Background: an optimization exercise with open tools, aiming at small area and a short achievable clock period. Do not read the settings as production practice. Function was checked by simulation only, so behaviour that the tests miss may differ from the original.

==> flow/design.v <==
module calc_booth(
    input[2:0] a,
    input[15:0] b,
    output x,
    output[31:0] y  
);
wire s;
assign s = a[2];  
wire[1:0] ai;
assign ai = s ? ~a[1:0] : a[1:0];
wire[2:0] z;
assign z[0] = ~(ai[0]|ai[1]);    
assign z[1] = ai[0]^ai[1];       
assign z[2] = ai[0]&ai[1];       
reg[31:0] res;
always @(*)
begin
    case(z)
    3'b001:
        res = 32'b0;
    3'b010:
        res = {{16{b[15]}},b};       
    3'b100:
        res = {{15{b[15]}},b,1'b0};  
    default: res = 32'b0;
    endcase
end
assign x = s;
assign y = s ? ~res : res;
endmodule
module calc_addtree(
    input[31:0] a,
    input[31:0] b,
    input[31:0] c,
    output[31:0] x,
    output[31:0] y
);
genvar i;
generate
for(i = 0; i < 32; i = i + 1)
assign {x[i],y[i]} = a[i]+b[i]+c[i];
endgenerate
endmodule
module calc_mul(
    input[15:0]  a,
    input[15:0]  b,
    input[2:0]   m,
    input        EN,
    output[31:0] y
);
wire[16:0] ai;
assign ai = {a,1'b0};
wire[31:0] p[7:0];
wire[31:0] cin;
genvar i;
generate
for(i = 0; i < 8; i = i + 1)
begin
calc_booth enc(
    .a(ai[i*2+2:i*2]),
    .b(b),
    .x(cin[i*2]),
    .y(p[i])
);
assign cin[i*2+1] = 0;
end
endgenerate
assign cin[31:16] = (a[15] && m[1] ? b : 0) + (b[15] && m[0] ? a : 0);
wire[31:0] c[5:0];
wire[31:0] s[5:0];
wire[31:0] u, v;
calc_addtree csa_0(.a(p[0]),    .b(p[1]<<2), .c(p[2]<<4), .x(c[0]),.y(s[0]));
calc_addtree csa_1(.a(p[3]<<6), .b(p[4]<<8), .c(p[5]<<10),.x(c[1]),.y(s[1]));
calc_addtree csa_2(.a(p[6]<<12),.b(p[7]<<14),.c(cin),     .x(c[2]),.y(s[2]));
calc_addtree csa_3(.a(s[0]),    .b(s[1]),    .c(c[2]<<1), .x(c[3]),.y(s[3]));
calc_addtree csa_4(.a(c[0]<<1), .b(c[1]<<1), .c(s[2]),    .x(c[4]),.y(s[4]));
calc_addtree csa_5(.a(s[3]),    .b(s[4]),    .c(c[4]<<1), .x(c[5]),.y(s[5]));
calc_addtree csa_6(.a(s[5]),    .b(c[3]<<1), .c(c[5]<<1), .x(u),   .y(v));
wire[31:0] yi = EN ? (u << 1) + v : 0;
assign y = m[2] ? {16'h0, yi[31:16]} : yi;
endmodule
module calc_clz(
    input[15:0]  a,
    output[15:0] y
);
wire[3:0] ai;
wire[7:0] z;
genvar i;
generate
for (i = 0; i < 4; i = i + 1)
begin
    assign ai[i    ] = ~|a[i*4+3:i*4];
    assign  z[i*2+1] = ~(a[i*4+3]|a[i*4+2]);
    assign  z[i*2  ] = ~((~a[i*4+2]&a[i*4+1])|a[i*4+3]);
end
endgenerate
assign y =  ai[3] ? (
            ai[2] ? (
            ai[1] ? (
            ai[0] ? 16'h0010
                 : {14'h0003, z[1:0]})
                 : {14'h0002, z[3:2]})
                 : {14'h0001, z[5:4]})
                 : {14'h0000, z[7:6]};
endmodule
module calc_revbit(
    input[15:0]  a,
    output[15:0] y
);
genvar i;
generate
for (i = 0; i < 16; i = i + 1)
begin
    assign y[i] = a[15-i];
end
endgenerate
endmodule
module calc_bitfield(
    input[15:0]  a,
    input[15:0]  b,
    input        c,  
    output[15:0] y
);
wire[3:0] shift = b[3:0];
wire[3:0] range = b[11:8];  
wire[15:0] s = 'b1 << ((c ? shift : 0) + range);
wire[15:0] mask = (-s) ^ s;
wire[15:0] sext = {16{|(s & a) & b[12]}};
wire[15:0] ai = (a & ~mask) | (mask & sext);
assign y = c ? $signed(ai) >> shift : $signed(ai) << shift;
endmodule
module calc_minmax(
    input[15:0]  a,
    input[15:0]  b,
    input[1:0]   c,
    output reg[15:0] y
);
always @(*)
begin
    case(c)
    2'b00:  y <= $signed(a) < $signed(b) ? a : b;
    2'b10:  y <= $signed(a) < $signed(b) ? b : a;
    2'b01: y <= a < b ? a : b;
    2'b11: y <= a < b ? b : a;
    endcase
end
endmodule
module calc_pack(
    input[15:0]  a,
    input[15:0]  b,
    input[3:0]   c,
    output[15:0] y
);
wire[15:0] mask;  
genvar i;
generate
for (i = 0; i < 16; i = i + 1)
begin
    assign mask[i] = c > i;
end
endgenerate
assign y = (a << c) | (b & mask);
endmodule
module calc_arith(
    input[15:0] A,
    input[15:0] B,
    input[3:0] S,
    input      CTL,
    input[2:0] MODE,
    input EN,
    output reg[31:0] C
);
reg[15:0] Ai;
wire[3:0] Si = CTL && !MODE[0] ? B[3:0] : S;
always @(*)
begin
    case(MODE[2:1])
    2'b00: Ai <= A << Si;
    2'b01: Ai <= A >> Si;
    2'b10: Ai <= $signed($signed(A) >>> Si);
    2'b11: Ai <= {A, A} >> Si;
    default:  Ai <= A;
    endcase
end
wire[15:0] Bi = CTL && !MODE[0] ? 0 : B;
always @(*)
begin
    if(!EN)    begin C[31:16] <= 0;      C[15:0] <= 0; end
    else
    case(CTL ? 0 : MODE)
    3'b000:  begin C[31:16] <= 16'h0;  C[15:0] <= Ai + Bi; end
    3'b011:  begin C[31:16] <= 16'h0;  C[15:0] <= Ai - Bi; end
    3'b100:  begin C[31:16] <= 16'h0;  C[15:0] <= $signed(Ai) < $signed(Bi) ? 1 : 0; end
    3'b110: begin C[31:16] <= 16'h0;  C[15:0] <= Ai < Bi ? 1 : 0; end
    3'b101: begin C[31:16] <= 16'h0;  C[15:0] <= Bi; end
    3'b111: begin C[31:16] <= 16'h0;  C[15:0] <= Bi; end
    default:   begin C[31:0]  <= 32'h0; end
    endcase
end
endmodule
module calc_logic(
    input[15:0] A,
    input[15:0] B,
    input[2:0] MODE,
    input EN,
    output reg[31:0] C
);
always @(*)
begin
    C[31:16] <= 16'h0;
    if(!EN)    begin C[15:0] <= 0; end
    else
    case(MODE)
    3'b000:   begin C[15:0] <= A | B;  end
    3'b100:  begin C[15:0] <= A & B;  end
    3'b010:  begin C[15:0] <= A ^ B;  end
    3'b001:  begin C[15:0] <= A | ~B; end
    3'b101: begin C[15:0] <= A & ~B; end
    3'b011: begin C[15:0] <= A ^ ~B; end
    default:   begin C[15:0] <= 16'h0;  end
    endcase
end
endmodule
module calc_bitman(
    input[15:0] A,
    input[15:0] B,
    input[6:0] S,
    input[2:0] MODE,
    input EN,
    output reg[31:0] C
);
wire[15:0] Y1, Y2, Y3, Y4, Y5;
calc_revbit sfu1(
    .a(A),
    .y(Y1)
);
calc_clz sfu2(
    .a(A),
    .y(Y2)
);
calc_bitfield sfu3(
    .a(A),
    .b(B),
    .c(MODE[1]),
    .y(Y3)
);
calc_minmax sfu4(
    .a(A),
    .b(B),
    .c(S[1:0]),
    .y(Y4)
);
calc_pack sfu5(
    .a(A),
    .b(B),
    .c(S[3:0]),
    .y(Y5)
);
always @(*)
begin
    C[31:16] <= 16'h0;
    if(!EN)    begin C[15:0] <= 0;  end
    else
    case(MODE)
    3'b001:  begin C[15:0] <= Y1; end
    3'b101:  begin C[15:0] <= Y2; end
    3'b000:  begin C[15:0] <= Y3; end
    3'b010:  begin C[15:0] <= Y3; end
    3'b011:  begin C[15:0] <= Y4; end
    3'b111: begin C[15:0] <= Y5; end
    3'b110:  begin C[15:0] <= {A[15:8] == B[15:8] ? 8'h0 : 8'hff, A[7:0] == B[7:0] ? 8'h0 : 8'hff}; end
    default:   begin C[15:0] <= 16'h0; end
    endcase
end
endmodule
module mp_alu(
    input sys_clk,
    input sys_rst,
    input issue,
    input[2:0] tag3,
    input[2:0] func3,
    input[6:0] flag7,
    input[3:0] shift,
    input[15:0] data_in1,
    input[15:0] data_in2,
    input fwd_en1,
    input fwd_en2,
    input[15:0] fwd_data1,
    input[15:0] fwd_data2,
    output wb,
    output wb32,
    output[31:0] wb_data
);
reg         alu_issue;
reg[2:0]    alu_tag3;
reg[2:0]    alu_func3;
reg[6:0]    alu_flag7;
reg[3:0]    alu_cmd;
reg[15:0]   alu_data_in1;
reg[15:0]   alu_data_in2;
always @(posedge sys_clk or posedge sys_rst)
begin
    if(sys_rst) alu_issue <= 0;
    else alu_issue <= issue;
end
always @(posedge sys_clk)
begin
    alu_tag3     <= tag3;
    alu_func3    <= func3;
    alu_flag7    <= flag7;
    alu_cmd      <= !issue ? alu_cmd : shift;
    alu_data_in1 <= !issue ? alu_data_in1 : data_in1;
    alu_data_in2 <= !issue ? alu_data_in2 : data_in2;
end
wire[15:0] A = fwd_en1 ? fwd_data1 : alu_data_in1;
wire[15:0] B = fwd_en2 ? fwd_data2 : alu_data_in2;
wire alu_arith = alu_func3 == 3'b000;
wire alu_shift = alu_func3 == 3'b010;
wire alu_logic = alu_func3 == 3'b001;
wire alu_btman = alu_func3 == 3'b101;
wire alu_multi = alu_func3 == 3'b011;
wire[31:0] result_arith;
calc_arith arith(
    .A(A),
    .B(B),
    .S(alu_cmd),
    .MODE(alu_tag3),
    .EN(alu_arith || alu_shift),
    .CTL(alu_shift),
    .C(result_arith)
);
wire[31:0] result_logic;
calc_logic logic_u(
    .A(A),
    .B(B),
    .MODE(alu_tag3),
    .EN(alu_logic),
    .C(result_logic)
);
wire[31:0] result_btman;
calc_bitman btman(
    .A(A),
    .B(B),
    .S(alu_flag7),
    .MODE(alu_tag3),
    .EN(alu_btman),
    .C(result_btman)
);
wire[31:0] result_multi;
calc_mul multi(
    .a(A),
    .b(B),
    .m(alu_tag3),
    .EN(alu_multi),
    .y(result_multi)
);
wire alu_zero = A == 0;
wire alu_wb   = alu_func3 != 3'b000 || (
                alu_tag3 == 3'b101 ?  alu_zero : (
                alu_tag3 == 3'b111 ? !alu_zero :
                1'b1));
wire alu_wb32 = alu_func3 == 3'b000 ? !alu_tag3[2] & (alu_tag3[1] ^ alu_tag3[0]) : (
                alu_func3 == 3'b011 ? !alu_tag3[2] & (alu_tag3[1] | alu_tag3[0]) : 0);
assign wb   = alu_issue && alu_wb;
assign wb32 = alu_issue && alu_wb32;
assign wb_data = result_arith | result_btman | result_logic | result_multi;
endmodule
==> flow/run.sh <==
#!/bin/bash
# synth_recipe.tcl (not shown) runs the flow's synth.tcl, then flattens the netlist and writes it again
# the make line also repeats each setting of config.mk as NAME=value (left out here)
make -C /OpenROAD-flow-scripts/flow DESIGN_CONFIG=/design/flow/config.mk WORK_HOME=/design/flow/orfs CLKGATE_MAP_FILE= SYNTH_SCRIPT=/design/flow/synth_recipe.tcl finish
==> flow/config.mk <==
export PLATFORM = sky130hd
export DESIGN_NAME = mp_alu
export DESIGN_NICKNAME = mp_alu
export VERILOG_FILES = /design/flow/design.v
export SDC_FILE = /design/flow/constraint.sdc
export NUM_CORES = 4
export LEC_CHECK = 0
export CAP_MARGIN = 20
export CORE_MARGIN = 2
export CORE_UTILIZATION = 40
export SLEW_MARGIN = 20
==> flow/constraint.sdc <==
create_clock -name core_clock -period 16.0 [get_ports {sys_clk}]
set_input_delay 3.2000 -clock core_clock [delete_from_list [all_inputs] [get_ports {sys_clk}]]
set_output_delay 3.2000 -clock core_clock [all_outputs]
set_load 0.01 [all_outputs]
==> notes.md <==
Outcome
The run finished with no timing, DRC or antenna violations.

Clock tree
The number of post-CTS setup repair buffers is 0. The TritonCTS clock tree is yes. The number of buffers added to fix hold violations after cts is 0.

Clock-pin slew was measured on the worst setup and hold paths at 60 ps. The longest clock path from root to sink contains 2 buffers. CTS placed an instance of clkbuf_16 at the clock tree root. Clock tree synthesis inserted a total of 5 buffers. The H-tree was split into 2 levels. The number of clock sinks seen by CTS is between 40 and 50. The number of instances resized during post-cts repair is 0.

Critical path
The critical path data arrival time is around 13000 ps. The largest single stage delay on the critical path is 630 ps. By startpoint and endpoint, the worst setup path is classified as input pin to output pin. The count of buffer and inverter cells on the critical path is 7. The gate family responsible for the most delay along the worst path is adder cells.

The worst setup path is launched from an input pin. The slowest stage of the critical path belongs to the cell clkdlybuf4s50_1. The most frequent cell on the critical path is fa_1.

At the worst endpoint, the required time is approximately 13000 ps. The worst setup path is captured at an output pin. The top fanout value on the critical path is 9.

Global routing
The met3 usage in global routing is 0.05541. The met1 track demand over resource is 0.4576. For this run, global-route usage on met2 was measured as 0.5177. For this run, the total global-route usage over all layers was measured as 0.3403.

The aggregate global routing overflow is 0. The number of global-route vias before repair is ~20000. The layer flagged by global routing as most heavily used is met2. The number of antenna violations at the first check in global routing is 3. The first global-routing pass estimated approximately 130 mm of wire. The largest net degree at the start of global routing is 71.

Placed design
In this run the cell area measured after placement is approximately 22000 µm². The port buffer count is roughly 120. The estimated wirelength of the detail-placed design is around 68 mm. The cell total after placement is 3282.

The weighted congestion at the end of routability-driven global placement is between 1 and 1.5.

Logic synthesis
In the synthesized netlist, the cells that appear most often are 236 x nor2_1, 222 x nand2_1, 203 x xnor2_1, 194 x a21oi_1, 177 x inv_1. The share of synthesized area spent on multiplexers is 0.05673. The total of flip-flops plus latches after synthesis is 47. Of the post-synthesis cell area, the dominant cell type holds 0.1412.

The simple-gate portion of the synthesized area is 0.1621. The cell with the most instances after synthesis is nor2_1. The most used flip-flop cell after synthesis is edfxtp_1. After synthesis, the share of flip-flops with an asynchronous set or reset is 0.02128.

After synthesis, the netlist uses 99 different library cells. Of the total synthesized cell area, the portion taken by XOR and XNOR cells is 0.1132. The number of synthesized flops with an enable pin is 36. The largest area contributor in the netlist is fa_1. The mapped netlist covers 19560 µm².

The post-synthesis area per instance is 7.416 µm². The dominant combinational cell family by area after synthesis is compound AO/OA/AOI/OAI gates. Counting every instance in the synthesized netlist gives 2638. The adder and majority cell fraction of the synthesized area is 0.2397.

The share of the synthesized area in compound gates (AO/OA/AOI/OAI) is 0.2811. The portion of the post-synthesis area used by sequential elements is 0.06677. Yosys printed 7 warnings. The number of nets handed over by synthesis was 3016. By area the synthesized netlist is led by fa_1 14%, ha_1 9.8%, xnor2_1 9.1%.

STA
The final clock period utilization by the worst path is 0.9811. The number of slew-limit violations in the final report is 0. The upper clock frequency limit is between 60 and 70 MHz. The final-layout setup total negative slack is 0 ps. For the finished layout, the period the worst path requires is between 15000 and 20000 ps.

The total setup violations reported at the end of the flow is 0. The hold violation count in the final report is 0. In this run the tightest slew margin relative to its limit is 0.2444. For the pin with the worst max-slew slack, the measured transition is 1111 ps. Setup repair after global routing left no endpoint under its margin.

Routing
The first routing iteration left 2738 violations. The detailed-route vias per instance is between 6 and 7. Summing over every cut layer, the via total after detailed routing is 21270. Dividing the detail-routed wire length by the instance count gives roughly 27 µm. After detailed routing, the total wire length is around 87 mm. The number of search-and-repair iterations in the first detailed-routing pass is 6. The detail route stage leaves a number of antenna-violating nets equal to 0. The remaining routing DRC violations is 0.

Final layout
The final layout net count is around 3000. The finished cells cover between 20000 and 25000 µm². The combined area of the multi-input logic cells is about 17000 µm².

The sequential cells in the finished layout cover a total of between 1000 and 1500 µm². The fraction of final layout cells sized beyond drive strength 1 is 0.08771. The synthesis-to-finish area growth is 11.71%.

After filler insertion, the fill cell instance count of the layout stands at 5025. At the end of the flow the core is filled with cells to 0.4492. The final non-filler cell total is between 3000 and 4000.

Floorplanning
The core region is between 40000 and 50000 µm². The height of the chip is 225.1 µm. The die covers about 51000 µm².

The floorplan step set the die width to between 200 and 250 µm. The boundary pin count is 120. The starting density of the core is 0.4021. The floorplan has between 80 and 90 rows.

Hold path
The type of the worst min-delay path is input pin to async pin.

Run
The tool flagged a number of max-cap violations equal to 0.
-- sequential cells by signal, summed over array words and instances (netlist names) --
register      count
alu_issue         1
alu_cmd           4
alu_data_in1     16
alu_func3         3
alu_data_in2     16
alu_tag3          3
alu_flag7         4
-- kinds of logic (layout without fill, tap and decap cells) --
| kind of cell | Yosys count | after routing |
|---|---|---|
| buffers and inverters | 408 | 438 |
| multiplexers | 95 | 95 |
| adder cells (fa/ha/maj) | 292 | 292 |
| AO/OA/AOI/OAI | 852 | 852 |
| flip-flops | 47 | 47 |
| AND/OR/NAND/NOR | 696 | 696 |
| XOR/XNOR | 248 | 248 |
| other | 0 | 3 |
-- layout make-up --
cell class	count	share of cell area
Inverter	191	0.03281
Tap cell	622	0.03561
Clock inverter	3	0.001088
Sequential cell	47	0.05989
Timing Repair Buffer	239	0.09539
Antenna cell	3	0.0003435
Multi-Input combinational cell	2183	0.7691
Clock buffer	5	0.005725
-- final timing paths --
path / from / endpoint / slack (ps) / cells past startpoint
min in group core_clock: tag3[1] / alu_tag3[1]$_DFF_P_ / 3340 / 1
setup / recovery: fwd_en1 / wb_data[14] / 300 / 28
hold / removal: sys_rst / alu_issue$_DFF_PP0_ / 3030 / 2
max in group asynchronous: sys_rst / alu_issue$_DFF_PP0_ / 12880 / 2
-- per-stage QoR --
| stage | worst slack (ps) | hold WS (ps) |
|---|---|---|
| 2_1_floorplan | 1650 | 2929 |
| 3_3_place_gp | 374.7 | 3345 |
| 3_5_place_dp | 347.2 | 3346 |
| 4_1_cts | 311.6 | 3026 |
| 5_1_grt | 5.033 | 3042 |
| 6_report | 302.4 | 3029 |
-- layer usage --
layer | vias up | share of wire
met5 | - | 0
met4 | 0 | 0.067
met3 | 257 | 0.095
met2 | 1246 | 0.43
met1 | 10230 | 0.41
li1 | 9531 | -
-- cell usage in the layout, fill, tap and decap left out, types with 12 or more instances in the layout --
master,instances
nor2_1,236
nand2_1,222
xnor2_1,203
a21oi_1,194
inv_1,177
o22ai_1,175
o21ai_0,158
ha_1,154
fa_1,138
buf_4,123
clkdlybuf4s50_1,116
mux2i_1,44
xor2_1,42
nand3_1,42
a31oi_1,37
o211ai_1,36
edfxtp_1,36
nand2b_1,35
a21o_1,32
nor3_1,32
a211oi_1,27
a221oi_1,25
mux2_2,22
o221ai_1,20
or2_2,19
and3_1,17
nor2b_1,14
and2_1,13
or3_1,13
a22oi_1,13
mux2i_2,12
nand4_1,12
o31ai_1,12
o21bai_1,12

[port drivers added, routing unchanged]
Ports are ideal in the flow. The routed layout listed here was re-timed in OpenROAD.
Step 1 sets driving cells, clkbuf_16 on the clock port and buf_2 on the other inputs (assumed; they add their load-dependent delay and slew).
Step 2 adds t to the input delays and takes it off the output delays; t is the mean of the earliest and latest rising clock arrival at the registers after step 1. Input paths then give back, and output paths get back, about the clock's delay inside the block.
Three values: no drivers, after step 1, after step 2; two values: the first two.
t (ns): 0.332
setup slack, ns: 0.302 / 0.276 / 0.276
worst hold slack (ns): 3.029 / 3.015 / 3.347
latest minus earliest clock arrival (ns): 0.004 / 0.004
cell pins on the clock port's net: 1
After both steps setup and hold are still met in this run. The setup slack of this run moves by -0.026 ns with the drivers and by -0.026 ns with both steps.
